This is an optimization exercise on Yosys and OpenROAD, whose aim is small area, a short achievable clock period and few clock cycles, not a production implementation.
In this exercise RTL edits were held to simulation tests only and were not proved equivalent to the original.

**design/flow/config.mk**
```make
export PLATFORM = sky130hd
export DESIGN_NAME = CPU_RV32I
export DESIGN_NICKNAME = CPU_RV32I
export VERILOG_FILES = /design/flow/design.v
export SDC_FILE = /design/flow/constraint.sdc
export NUM_CORES = 4
export LEC_CHECK = 0
export CAP_MARGIN = 20
export CORE_MARGIN = 2
export CORE_UTILIZATION = 45
export PLACE_DENSITY = 0.6
export SLEW_MARGIN = 20
```
**design/flow/constraint.sdc**
```tcl
create_clock -name core_clock -period 10.0 [get_ports {clk}]
set_input_delay 2.0000 -clock core_clock [delete_from_list [all_inputs] [get_ports {clk}]]
set_output_delay 2.0000 -clock core_clock [all_outputs]
set_load 0.01 [all_outputs]
```
**design/flow/design.v**
```verilog
`timescale 1ns / 1ps
module ControlUnit (
    input  logic        clk,
    input  logic        reset,
    input  logic [31:0] instrCode,
    output logic        PCEn,
    output logic        regFileWe,
    output logic [ 3:0] aluControl,
    output logic        aluSrcMuxSel,
    output logic        busWe,
    output logic [ 2:0] RFWDSrcMuxSel,
    output logic        branch,
    output logic        jal,
    output logic        jalr,
    output logic        transfer,
    input  logic        ready
);
    wire  [ 6:0] opcode = instrCode[6:0];
    wire  [ 3:0] operator = {instrCode[30], instrCode[14:12]};
    logic [10:0] signals;
    assign {PCEn, regFileWe, aluSrcMuxSel, busWe, RFWDSrcMuxSel, branch, jal, jalr, transfer} = signals;
    typedef enum {
        FETCH,
        DECODE,
        R_EXE,
        I_EXE,
        B_EXE,
        LU_EXE,
        AU_EXE,
        J_EXE,
        JL_EXE,
        S_EXE,
        S_MEM,
        L_EXE,
        L_MEM,
        L_WB
    } state_e;
    state_e state, next_state;
    always_ff @(posedge clk, posedge reset) begin
        if (reset) begin
            state <= FETCH;
        end else begin
            state <= next_state;
        end
    end
    always_comb begin
        next_state = state;
        case (state)
            FETCH:  next_state = DECODE;
            DECODE: begin
                case (opcode)
                    7'b0110011:  next_state = R_EXE;
                    7'b0010011:  next_state = I_EXE;
                    7'b1100011:  next_state = B_EXE;
                    7'b0110111: next_state = LU_EXE;
                    7'b0010111: next_state = AU_EXE;
                    7'b1101111:  next_state = J_EXE;
                    7'b1100111: next_state = JL_EXE;
                    7'b0100011:  next_state = S_EXE;
                    7'b0000011:  next_state = L_EXE;
                endcase
            end
            R_EXE:  next_state = FETCH;
            I_EXE:  next_state = FETCH;
            B_EXE:  next_state = FETCH;
            LU_EXE: next_state = FETCH;
            AU_EXE: next_state = FETCH;
            J_EXE:  next_state = FETCH;
            JL_EXE: next_state = FETCH;
            S_EXE:  next_state = S_MEM;
            S_MEM:  if (ready) next_state = FETCH;
            L_EXE:  next_state = L_MEM;
            L_MEM:  if (ready) next_state = L_WB;
            L_WB:   next_state = FETCH;
        endcase
    end
    always_comb begin
        signals = 11'b0;
        aluControl = 4'b0000;
        case (state)
            FETCH:  signals = 11'b1_0_0_0_000_0_0_0_0;
            DECODE: signals = 11'b0_0_0_0_000_0_0_0_0;
            R_EXE: begin
                signals = 11'b0_1_0_0_000_0_0_0_0;
                aluControl = operator;
            end
            I_EXE: begin
                signals = 11'b0_1_1_0_000_0_0_0_0;
                if (operator == 4'b1101) aluControl = operator;
                else aluControl = {1'b0, operator[2:0]};
            end
            B_EXE: begin
                signals = 11'b0_0_0_0_000_1_0_0_0;
                aluControl = operator;
            end
            LU_EXE: signals = 11'b0_1_0_0_010_0_0_0_0;
            AU_EXE: signals = 11'b0_1_0_0_011_0_0_0_0;
            J_EXE:  signals = 11'b0_1_0_0_100_0_1_0_0;
            JL_EXE: signals = 11'b0_1_0_0_100_0_1_1_0;
            S_EXE:  signals = 11'b0_0_1_0_000_0_0_0_0;
            S_MEM:  signals = 11'b0_0_1_1_000_0_0_0_1;
            L_EXE:  signals = 11'b0_0_1_0_001_0_0_0_0;
            L_MEM:  signals = 11'b0_0_1_0_001_0_0_0_1;
            L_WB:   signals = 11'b0_1_1_0_001_0_0_0_0;
        endcase
    end
endmodule
`timescale 1ns / 1ps
module DataPath (
    input  logic        clk,
    input  logic        reset,
    input  logic [31:0] instrCode,
    output logic [31:0] instrMemAddr,
    input  logic        PCEn,
    input  logic        regFileWe,
    input  logic [ 3:0] aluControl,
    input  logic        aluSrcMuxSel,
    input  logic [ 2:0] RFWDSrcMuxSel,
    input  logic        branch,
    input  logic        jal,
    input  logic        jalr,
    output logic [31:0] busAddr,
    output logic [31:0] busWData,
    input  logic [31:0] busRData
);
    logic [31:0] aluResult, ExeReg_aluResult;
    logic [31:0] RFData1, RFData2, DecReg_RFData1, DecReg_RFData2, ExeReg_RFData2;
    logic [31:0] PCSrcData, PCOutData, PC_Imm_AdderSrcMuxOut;
    logic [31:0] aluSrcMuxOut, immExt, DecReg_immExt, RFWDSrcMuxOut;
    logic [31:0] PC_4_AdderResult, PC_Imm_AdderResult, PCSrcMuxOut, ExeReg_PCSrcMuxOut;
    logic [31:0] MemAccReg_busRData;
    logic PCSrcMuxSel;
    logic btaken;
    assign instrMemAddr = PCOutData;
    assign busAddr = ExeReg_aluResult;
    assign busWData = ExeReg_RFData2;
    RegisterFile U_RegFile (
        .clk(clk),
        .we (regFileWe),
        .RA1(instrCode[19:15]),
        .RA2(instrCode[24:20]),
        .WA (instrCode[11:7]),
        .WD (RFWDSrcMuxOut),
        .RD1(RFData1),
        .RD2(RFData2)
    );
    register U_DecReg_RFRD1 (
        .clk  (clk),
        .reset(reset),
        .d    (RFData1),
        .q    (DecReg_RFData1)
    );
    register U_DecReg_RFRD2 (
        .clk  (clk),
        .reset(reset),
        .d    (RFData2),
        .q    (DecReg_RFData2)
    );
    register U_ExeReg_RFRD2 (
        .clk  (clk),
        .reset(reset),
        .d    (DecReg_RFData2),
        .q    (ExeReg_RFData2)
    );
    mux_2x1 U_AluSrcMux (
        .sel(aluSrcMuxSel),
        .x0 (DecReg_RFData2),
        .x1 (DecReg_immExt),
        .y  (aluSrcMuxOut)
    );
    register U_MemAccReg_ReadData (
        .clk  (clk),
        .reset(reset),
        .d    (busRData),
        .q    (MemAccReg_busRData)
    );
    mux_5x1 U_RFWDSrcMux (
        .sel(RFWDSrcMuxSel),
        .x0 (aluResult),
        .x1 (MemAccReg_busRData),
        .x2 (DecReg_immExt),
        .x3 (PC_Imm_AdderResult),
        .x4 (PC_4_AdderResult),
        .y  (RFWDSrcMuxOut)
    );
    alu U_ALU (
        .aluControl(aluControl),
        .a         (DecReg_RFData1),
        .b         (aluSrcMuxOut),
        .result    (aluResult),
        .btaken    (btaken)
    );
    register U_ExeReg_ALU (
        .clk  (clk),
        .reset(reset),
        .d    (aluResult),
        .q    (ExeReg_aluResult)
    );
    immExtend U_ImmExtend (
        .instrCode(instrCode),
        .immExt   (immExt)
    );
    register U_DecReg_ImmExtend (
        .clk  (clk),
        .reset(reset),
        .d    (immExt),
        .q    (DecReg_immExt)
    );
    mux_2x1 U_PC_Imm_AdderSrcMux (
        .sel(jalr),
        .x0 (PCOutData),
        .x1 (DecReg_RFData1),
        .y  (PC_Imm_AdderSrcMuxOut)
    );
    adder U_PC_Imm_Adder (
        .a(DecReg_immExt),
        .b(PC_Imm_AdderSrcMuxOut),
        .y(PC_Imm_AdderResult)
    );
    adder U_PC_4_Adder (
        .a(32'd4),
        .b(PCOutData),
        .y(PC_4_AdderResult)
    );
    assign PCSrcMuxSel = jal | (btaken & branch);
    mux_2x1 U_PCSrcMux (
        .sel(PCSrcMuxSel),
        .x0 (PC_4_AdderResult),
        .x1 (PC_Imm_AdderResult),
        .y  (PCSrcMuxOut)
    );
    register U_ExeReg_PCSrcMux (
        .clk  (clk),
        .reset(reset),
        .d    (PCSrcMuxOut),
        .q    (ExeReg_PCSrcMuxOut)
    );
    registerEn U_PC (
        .clk  (clk),
        .reset(reset),
        .en   (PCEn),
        .d    (ExeReg_PCSrcMuxOut),
        .q    (PCOutData)
    );
endmodule
module alu (
    input  logic [ 3:0] aluControl,
    input  logic [31:0] a,
    input  logic [31:0] b,
    output logic [31:0] result,
    output logic        btaken
);
    always_comb begin
        result = 32'bx;
        case (aluControl)
            4'b0000:  result = a + b;
            4'b1000:  result = a - b;
            4'b0001:  result = a << b[4:0];
            4'b0101:  result = a >> b[4:0];
            4'b1101:  result = $signed(a) >>> b[4:0];
            4'b0010:  result = ($signed(a) < $signed(b)) ? 1 : 0;
            4'b0011: result = (a < b) ? 1 : 0;
            4'b0100:  result = a ^ b;
            4'b0110:   result = a | b;
            4'b0111:  result = a & b;
        endcase
    end
    always_comb begin : branch
        btaken = 1'b0;
        case (aluControl[2:0])
            3'b000:  btaken = (a == b);
            3'b001:  btaken = (a != b);
            3'b100:  btaken = ($signed(a) < $signed(b));
            3'b101:  btaken = ($signed(a) >= $signed(b));
            3'b110: btaken = (a < b);
            3'b111: btaken = (a >= b);
        endcase
    end
endmodule
module RegisterFile (
    input  logic        clk,
    input  logic        we,
    input  logic [ 4:0] RA1,
    input  logic [ 4:0] RA2,
    input  logic [ 4:0] WA,
    input  logic [31:0] WD,
    output logic [31:0] RD1,
    output logic [31:0] RD2
);
    logic [31:0] mem[0:2**5-1];
    always_ff @(posedge clk) begin
        if (we) mem[WA] <= WD;
    end
    assign RD1 = (RA1 != 0) ? mem[RA1] : 32'b0;
    assign RD2 = (RA2 != 0) ? mem[RA2] : 32'b0;
endmodule
module registerEn (
    input  logic        clk,
    input  logic        reset,
    input  logic        en,
    input  logic [31:0] d,
    output logic [31:0] q
);
    always_ff @(posedge clk, posedge reset) begin
        if (reset) begin
            q <= 0;
        end else begin
            if (en) q <= d;
        end
    end
endmodule
module register (
    input  logic        clk,
    input  logic        reset,
    input  logic [31:0] d,
    output logic [31:0] q
);
    always_ff @(posedge clk, posedge reset) begin
        if (reset) begin
            q <= 0;
        end else begin
            q <= d;
        end
    end
endmodule
module adder (
    input  logic [31:0] a,
    input  logic [31:0] b,
    output logic [31:0] y
);
    assign y = a + b;
endmodule
module mux_2x1 (
    input  logic        sel,
    input  logic [31:0] x0,
    input  logic [31:0] x1,
    output logic [31:0] y
);
    always_comb begin
        y = 32'bx;
        case (sel)
            1'b0: y = x0;
            1'b1: y = x1;
        endcase
    end
endmodule
module mux_5x1 (
    input  logic [ 2:0] sel,
    input  logic [31:0] x0,
    input  logic [31:0] x1,
    input  logic [31:0] x2,
    input  logic [31:0] x3,
    input  logic [31:0] x4,
    output logic [31:0] y
);
    always_comb begin
        y = 32'bx;
        case (sel)
            3'b000: y = x0;
            3'b001: y = x1;
            3'b010: y = x2;
            3'b011: y = x3;
            3'b100: y = x4;
        endcase
    end
endmodule
module immExtend (
    input  logic [31:0] instrCode,
    output logic [31:0] immExt
);
    wire [6:0] opcode = instrCode[6:0];
    wire [2:0] func3 = instrCode[14:12];
    always_comb begin
        immExt = 32'bx;
        case (opcode)
            7'b0110011: immExt = 32'bx;   
            7'b0000011: immExt = {{20{instrCode[31]}}, instrCode[31:20]};
            7'b0100011:
            immExt = {
                {20{instrCode[31]}}, instrCode[31:25], instrCode[11:7]
            };   
            7'b0010011: begin
                case (func3)
                    3'b001:  immExt = {27'b0, instrCode[24:20]};   
                    3'b101:  immExt = {27'b0, instrCode[24:20]};   
                    3'b011:  immExt = {{20{instrCode[31]}}, instrCode[31:20]};   
                    default: immExt = {{20{instrCode[31]}}, instrCode[31:20]};
                endcase
            end
            7'b1100011:
            immExt = {
                {20{instrCode[31]}},
                instrCode[7],
                instrCode[30:25],
                instrCode[11:8],
                1'b0
            };
            7'b0110111: immExt = {instrCode[31:12], 12'b0};
            7'b0010111: immExt = {instrCode[31:12], 12'b0};
            7'b1101111:
            immExt = {
                {12{instrCode[31]}},
                instrCode[19:12],
                instrCode[20],
                instrCode[30:21],
                1'b0
            };
            7'b1100111: immExt = {{20{instrCode[31]}}, instrCode[31:20]};
        endcase
    end
endmodule
`timescale 1ns / 1ps
module CPU_RV32I (
    input  logic        clk,
    input  logic        reset,
    input  logic [31:0] instrCode,
    output logic [31:0] instrMemAddr,
    output logic        busWe,
    output logic [31:0] busAddr,
    output logic [31:0] busWData,
    input  logic [31:0] busRData,
    output logic        transfer,
    input  logic        ready
);
    logic       PCEn;
    logic       regFileWe;
    logic [3:0] aluControl;
    logic       aluSrcMuxSel;
    logic [2:0] RFWDSrcMuxSel;
    logic       branch;
    logic       jal;
    logic       jalr;
    ControlUnit U_ControlUnit (.*);
    DataPath U_DataPath (.*);
endmodule
```
**design/flow/run.sh**
```bash
#!/bin/bash
# synth_recipe.tcl (not shown) runs the flow's synth.tcl, then flattens the netlist and writes it again
# the make line also repeats each setting of config.mk as NAME=value (left out here)
make -C /OpenROAD-flow-scripts/flow DESIGN_CONFIG=/design/flow/config.mk WORK_HOME=/design/flow/orfs CLKGATE_MAP_FILE= SYNTH_SCRIPT=/design/flow/synth_recipe.tcl finish
```
==> impl_metrics.prom <==
# TYPE chip_impl_metric gauge
chip_impl_metric{name="synthesis.yosys.warnings",unit=""} 8
chip_impl_metric{name="ctsHtreeMaxLevel",unit=""} 4
chip_impl_metric{name="fmaxAchievable",unit="MHz"} 126
chip_impl_metric{name="globalRouteMet3Util",unit="%"} 7.66
chip_impl_metric{name="initial_core_util",unit="%"} 45.4
chip_impl_metric{name="post_cts.resized_instances",unit=""} 0
chip_impl_metric{name="synth_edf_count",unit=""} 1024
chip_impl_metric{name="worstRegToRegCells",unit=""} 16
chip_impl_metric{name="routed_wire_length_per_instance",unit="um"} 38.6
chip_impl_metric{name="critical_path_data_required_time",unit="ns"} 10.36
chip_impl_metric{name="core",unit="mm^2"} 0.150
chip_impl_metric{name="cts-hold-fix-buffers",unit=""} 0
chip_impl_metric{name="synth_cells",unit=""} 4557
chip_impl_metric{name="power_leakage",unit="nW"} 26.4
chip_impl_metric{name="drive_above_1_share",unit="%"} 25.3
chip_impl_metric{name="global_route.usage.met1",unit="%"} 47.2
chip_impl_metric{name="design.portCount",unit=""} 165
chip_impl_info{name="timing.critical_path.to_type",value="flop"} 1
chip_impl_metric{name="synth_seq_area_share",unit="%"} 54.7
chip_impl_metric{name="period_minus_slack",unit="ns"} 7.92
chip_impl_metric{name="synthDistinctLibCells",unit=""} 98
chip_impl_metric{name="tritoncts.num_buffers",unit=""} 140
chip_impl_info{name="most_common_cell_in_the_synthesized_netlist",value="edfxtp_1"} 1
chip_impl_info{name="run_status",value="no timing/DRC/antenna violations"} 1
chip_impl_info{name="setup_repair_after_global_routing_missed_its_margin",value="false"} 1
chip_impl_metric{name="path_max_fanout",unit=""} 32
chip_impl_metric{name="route.detailed.vias_per_inst",unit=""} 6.87
chip_impl_metric{name="cts_setup_buffers",unit=""} 0
chip_impl_metric{name="finalWirelength",unit="um"} 263000
chip_impl_metric{name="grt_use_met2",unit="%"} 52.3
chip_impl_metric{name="arrival",unit="ns"} 8.28
chip_impl_metric{name="finalCoreUtilization",unit="%"} 51.5
chip_impl_metric{name="power.density_cell_area",unit="mW/mm^2"} 273
chip_impl_metric{name="period_share",unit="%"} 79.2
chip_impl_info{name="clock_tree.root_cell",value="clkbuf_16"} 1
chip_impl_metric{name="portion_of_synthesized_cell_area_occupied_by_the_leading_cell_type",unit="%"} 45.1
chip_impl_metric{name="worstSkewPairLatency",unit="ns"} 0.80
chip_impl_info{name="setup.worst_path.class",value="flop to flop"} 1
chip_impl_metric{name="synth_nets",unit=""} 4748
chip_impl_metric{name="ys_ff_latch",unit=""} 1284
chip_impl_info{name="globalRoute.busiestLayer",value="met2"} 1
chip_impl_info{name="yosys.area.top_type",value="edfxtp_1"} 1
chip_impl_metric{name="worst_slew_pin_slew",unit="ns"} 1.12
chip_impl_metric{name="grt_start_max_net_pins",unit=""} 128
chip_impl_info{name="synth_area_leaders",value="edfxtp_1 (45%), mux4_2 (21%), dfrtp_1 (9.6%), ha_1 (2.2%), mux2i_1 (1.8%)"} 1
chip_impl_metric{name="worst_slew_margin_rel",unit="%"} 24.3
chip_impl_metric{name="grt_antenna_before_repair",unit=""} 30
chip_impl_metric{name="finalSetupViolCount",unit=""} 0
chip_impl_info{name="worst_setup_path_start_kind",value="flop"} 1
chip_impl_metric{name="timing_max_transition_violations_final",unit=""} 0
chip_impl_info{name="cts_tree",value="yes"} 1
chip_impl_metric{name="die_h",unit="um"} 393
chip_impl_metric{name="detailedRoute.firstIterationViolations",unit=""} 5949
chip_impl_metric{name="p_total",unit="mW"} 21.1
chip_impl_metric{name="rows",unit=""} 142
chip_impl_metric{name="first_pass_grt_wire_length",unit="um"} 364000
chip_impl_metric{name="fin_tns_setup",unit="ns"} 0
chip_impl_metric{name="clock-sinks",unit=""} 1284
chip_impl_metric{name="maxCapViolations",unit=""} 0
chip_impl_info{name="synth_common_cells",value="edfxtp_1 (1024), mux4_2 (640), nor2_1 (318)"} 1
chip_impl_metric{name="num_vias",unit=""} 46800
chip_impl_metric{name="globalRouteTotalUtil",unit="%"} 34.1
chip_impl_metric{name="ir_worst_vdd",unit="mV"} 0.167
chip_impl_metric{name="ant_nets",unit=""} 0
chip_impl_metric{name="io_buffer_count",unit=""} 164
chip_impl_metric{name="timing.clock.skew",unit="ns"} 0.0438
chip_impl_metric{name="clock_path_buffers",unit=""} 3
chip_impl_metric{name="synth_async_sr_flop_share",unit="%"} 20.2
chip_impl_metric{name="gp_routability_congestion",unit=""} 1.06
chip_impl_metric{name="area_growth",unit="%"} 13.5
chip_impl_metric{name="netlist_area",unit="mm^2"} 0.0681
chip_impl_metric{name="grt_overflow",unit=""} 0
chip_impl_metric{name="avgSynthCellArea",unit="um^2"} 14.9
chip_impl_info{name="yosys_most_used_dff",value="edfxtp_1"} 1
chip_impl_info{name="min_path_type",value="flop to flop"} 1
chip_impl_metric{name="worst_setup_hold_path_clk_slew",unit="ns"} 0.06
chip_impl_metric{name="min_path_cells",unit=""} 0
chip_impl_metric{name="number_of_fillers_in_the_final_layout",unit=""} 12400
chip_impl_metric{name="die_width",unit="um"} 393
chip_impl_metric{name="layout.nets",unit=""} 4855
chip_impl_metric{name="total_die_area",unit="mm^2"} 0.154
chip_impl_metric{name="place.detailed.hpwl",unit="um"} 172000
chip_impl_metric{name="via_count_of_the_first_global_routing_pass",unit=""} 45700
chip_impl_metric{name="finalHoldViolCount",unit=""} 0
chip_impl_metric{name="drt_drc_violations_left",unit=""} 0
chip_impl_metric{name="drt_pass1_iterations",unit=""} 6
[worst max-delay path, stage by stage (launching register included)]
cell	delay, ns
dfrtp_1	0.87
nor2_2	0.28
a2111oi_4	0.40
or2_2	0.42
inv_2	0.37
fa_1	0.50
a21o_1	0.19
a21oi_1	0.36
o21ai_0	0.30
a2111oi_0	0.74
buf_4	0.26
o211ai_1	0.20
a221oi_1	0.67
o21ai_0	0.18
o32ai_1	0.47
o2111ai_1	0.61
o21a_1	0.68
[placed cells by master, fill, tap and decap left out, types with 30 or more instances in the layout]
cell / synthesis / routed
a21o_1: 60 / 60
nor3_1: 60 / 58
edfxtp_1: 1024 / 1024
xnor2_1: 39 / 39
ha_1: 122 / 122
o21ai_0: 187 / 186
xor2_1: 31 / 31
clkdlybuf4s50_1: 0 / 154
nor2_4: 1 / 36
inv_1: 119 / 118
clkbuf_16: 0 / 142
buf_4: 3 / 126
mux2i_1: 120 / 120
a21oi_1: 224 / 223
o211ai_1: 62 / 62
nand3_1: 92 / 92
clkbuf_1: 216 / 33
mux4_2: 640 / 640
nor2_1: 318 / 282
mux2_2: 95 / 95
dfrtp_1: 260 / 260
nand2_1: 175 / 175
a211oi_1: 33 / 33
o21a_1: 38 / 30
a221oi_1: 35 / 35
[sequential cells by signal, indices dropped and copies added (netlist names)]
register	count
U_DataPath.U_RegFile.mem	1024
U_DataPath.U_DecReg_ImmExtend.q	32
U_DataPath.U_DecReg_RFRD1.q	32
U_DataPath.U_DecReg_RFRD2.q	32
U_DataPath.U_ExeReg_ALU.q	32
U_DataPath.U_ExeReg_PCSrcMux.q	32
U_DataPath.U_ExeReg_RFRD2.q	32
U_DataPath.U_MemAccReg_ReadData.q	32
U_DataPath.U_PC.q	32
U_ControlUnit.state	4
[path summary, 6_finish.rpt]
kind	startpoint	end	slack, ns
max in group asynchronous	reset	U_DataPath.U_ExeReg_ALU.q[14]$_DFF_PP0_	6.92
hold reg to reg	U_DataPath.U_DecReg_RFRD2.q[22]$_DFF_PP0_	U_DataPath.U_ExeReg_RFRD2.q[22]$_DFF_PP0_	0.42
min in group asynchronous	reset	U_DataPath.U_ExeReg_RFRD2.q[0]$_DFF_PP0_	1.71
setup reg to reg	U_ControlUnit.state[1]$_DFFE_PP0P_	U_DataPath.U_RegFile.mem[24][26]$_DFFE_PP_	2.08
setup / recovery	U_ControlUnit.state[1]$_DFFE_PP0P_	U_DataPath.U_RegFile.mem[24][26]$_DFFE_PP_	2.08
hold / removal	U_DataPath.U_DecReg_RFRD2.q[22]$_DFF_PP0_	U_DataPath.U_ExeReg_RFRD2.q[22]$_DFF_PP0_	0.42
[cell families (layout without fill, tap and decap cells)]
logic type               after synthesis  after routing  synth area share [%]
XOR/XNOR                              70             70                 0.900
buffers and inverters                459            685                  2.63
AND/OR/NAND/NOR                      830            830                  5.67
adder cells (fa/ha/maj)              124            124                  2.30
other                                  0             12                     0
flip-flops                          1284           1284                  54.7
multiplexers                         857            857                  24.5
AO/OA/AOI/OAI                        933            933                  9.26
[layer usage]
layer  vias up  part of all wire [%]
met2      2769                    46
met1     24700                    40
li1      18800                     -
met5         -                 0.065
met3       556                   9.7
met4        22                   4.8
[through the flow]
stage | instance area [um^2] | hold slack [ns] | std cells | setup WS [ns]
global placement | 72400 | 0.412 | 6534 | 2.56
finish | 77300 | 0.416 | 6811 | 2.08
global route | 77200 | 0.431 | 6799 | 1.91
floorplan | 68100 | 0.349 | 4557 | 0.845
CTS | 77200 | 0.426 | 6797 | 2.35
detailed placement | 72500 | 0.415 | 6536 | 2.39
[cell type report]
class	count	area [um^2]	area share (%)
sequential	1284	37300	48.2
multi-input combinational	2814	29500	38.1
clock buffer	183	3790	4.90
timing repair buffer	298	2800	3.62
tap	2016	2520	3.26
clock inverter	78	925	1.20
inverter	126	480	0.622
antenna	12	30.0	0.0389
[power breakdown]
part | internal [mW] | total (mW) | switching [mW]
clock | 3.07 | 5.33 | 2.26
sequential | 7.60 | 8.06 | 0.459
combinational | 2.29 | 7.73 | 5.44
Testbench counts, summed over its fixed seeds: cycles 80,180.

[static timing again, ports no longer ideal]
How much do the figures lean on ideal ports? The routed layout below was timed once more, with nothing changed but the port constraints.
Step 1, drivers: a clkbuf_16 drives clk and a buf_2 each remaining input, both assumed.
Step 2 times the ports against the registers' clock, not the clock port: input delays grow and output delays shrink by t, the midpoint of the rising clock arrivals with the driver on.
a / b / c = ideal / step 1 / step 2; a / b = the first two.
t, ns: 0.857
setup slack, ns: 2.080 / 2.080 / 2.080
worst hold slack (ns): 0.416 / 0.416 / 0.416
After both steps this run still meets setup and hold. For this run, drivers alone change the setup slack by 0.000 ns; drivers and shift together by 0.000 ns.
